Background: an optimization exercise with open tools, aiming at small area. Do not read the settings as production practice. Function was checked by simulation only, so behaviour that the tests miss may differ from the original.

## Multiplier_Pipeline
module Multiplier_Pipeline
#(
    parameter WORD_WIDTH                    = 36,
    parameter CONFIG_ADDR                   = 4000,
    parameter CONFIG_ADDR_WIDTH             = 12,
    parameter THREAD_COUNT                  = 8,
    parameter RAMSTYLE                      = "MLAB"
)
(
    input   wire                            clock,
    input   wire    [CONFIG_ADDR_WIDTH-1:0] config_addr,
    input   wire                            config_signed,  
    input   wire                            config_enable,
    input   wire    [WORD_WIDTH-1:0]        A,
    input   wire                            A_wren,
    input   wire    [WORD_WIDTH-1:0]        B,
    input   wire                            B_wren,
    output  wire    [WORD_WIDTH-1:0]        R_low,
    output  wire    [WORD_WIDTH-1:0]        R_high
);
    wire config_write = config_enable & (config_addr == CONFIG_ADDR[CONFIG_ADDR_WIDTH-1:0]);
    reg [WORD_WIDTH-1:0] ring_A [THREAD_COUNT-1:0];
    reg [WORD_WIDTH-1:0] ring_B [THREAD_COUNT-1:0];
    reg                  ring_S [THREAD_COUNT-1:0];
    integer i;
    always @(posedge clock) begin
        ring_A[0] <= ring_A[THREAD_COUNT-1];
  ...
export LEC_CHECK = 0
export ABC_AREA = 1
export CAP_MARGIN = 20
export CORE_MARGIN = 2
export CORE_UTILIZATION = 60
export CTS_BUF_LIST = sky130_fd_sc_hd__clkbuf_16
export CTS_CLUSTER_DIAMETER = 100
export CTS_CLUSTER_SIZE = 30
export GPL_TIMING_DRIVEN = 0
export SLEW_MARGIN = 20
export SYNTH_HIERARCHICAL = 1
create_clock -name core_clock -period 8.5 [get_ports {clock}]
standard.sh (not shown) runs the stock make flow with config.mk's settings and CLKGATE_MAP_FILE= SYNTH_SCRIPT=/design/flow/synth_recipe.tcl, a recipe that flattens the netlist after the stock synthesis.
==> flow/flow/run.sh <==
#!/bin/bash
# The standard layout (standard.sh: standard synthesis and ORFS steps) with
# two changes:
#  - after synthesis, combinational cells that ABC mapped to a stronger drive
#    are set back to the weakest drive of the same function (downsize.tcl);
#    ORFS's placement and timing repair upsize what needs it;
#  - the smallest buffer (buf_1) on every input and output port instead of the
#    one buffer_ports picks by default (BUFFER_PORTS_ARGS, read by ORFS's
#    global placement step).
# Each tool's output goes to a log file here: synth.log, downsize.log,
# standard.log; ORFS's per-step logs stay under orfs/logs/.
set -euo pipefail
export BUFFER_PORTS_ARGS="-buffer_cell sky130_fd_sc_hd__buf_1"
bash standard.sh synth > synth.log 2>&1
RESULTS=$PWD/orfs/results/$FLOW_PLATFORM/Multiplier_Pipeline/base openroad -no_init -exit flow/downsize.tcl > downsize.log 2>&1
touch orfs/results/$FLOW_PLATFORM/Multiplier_Pipeline/base/1_synth.sdc
bash standard.sh > standard.log 2>&1
==> flow/flow/downsize.tcl <==
# Set every combinational cell that synthesis mapped to a stronger drive back to
# the weakest drive of the same function. Placement and timing repair later
# upsize whatever needs it. Registers, buffers and inverters are left alone.
read_liberty $::env(FLOW_HOME)/platforms/sky130hd/lib/sky130_fd_sc_hd__tt_025C_1v80.lib
set odb $::env(RESULTS)/1_synth.odb
read_db $odb
set n 0
foreach inst [[ord::get_db_block] getInsts] {
  set master [[$inst getMaster] getName]
  if {![regexp {^sky130_fd_sc_hd__([a-z0-9]+)_([0-9]+)$} $master -> fn drive]} { continue }
  if {$drive <= 1} { continue }
  if {[regexp {^(df|edf|sdf|dl|buf|clkbuf|inv|clkinv|bufinv|conb|tap|fill|decap|diode|clkdly|dlygate|dlymetal)} $fn]} { continue }
  foreach d {1 0} {
    set small "sky130_fd_sc_hd__${fn}_$d"
    if {[[ord::get_db] findMaster $small] ne "NULL"} {
      $inst swapMaster [[ord::get_db] findMaster $small]
      incr n
      break
    }
  }
}
puts "downsized $n instances"
write_db $odb
The baseline went through all stages and came out clean.
==> next run, changes <==
- CORE_UTILIZATION: 60 -> 70
- CTS_CLUSTER_DIAMETER: 100 -> 80
- CTS_CLUSTER_SIZE: 30 -> 36
- GPL_TIMING_DRIVEN: 0 -> not set
Effect: The new run passed the timing, design-rule and antenna checks; hold slack improved by 0.0078 ns; via count came out lower by a few percent; cell count came out lower by a little under a tenth; fmax came out higher by a few percent.

[static timing again, ports no longer ideal]
How much do the figures lean on ideal ports? The routed layouts below were timed once more, with nothing changed but the port constraints.
Step 1 (the two cells are an assumption about what drives the block):
set clk [get_ports {clock}]
set_driving_cell -lib_cell sky130_fd_sc_hd__clkbuf_16 $clk
set_driving_cell -lib_cell sky130_fd_sc_hd__buf_2 [delete_from_list [all_inputs] $clk]
Step 2 moves the port delays by t, midway between the first and last clock arrival at a register: inputs arrive t later, outputs are due t later. That takes back most of the time a late clock gives input paths.
Slacks: ideal / step 1 / step 2; pairs: ideal / step 1.
| run | t, ns | setup slack, ns | clock arrival spread, ns |
|---|---|---|---|
| the first run | 0.706 | 0.373 / 0.373 / 0.373 | 0.030 / 0.029 |
| the second run | 0.682 | 0.647 / 0.647 / 0.647 | 0.043 / 0.043 |
After both steps every run listed still meets setup and hold.
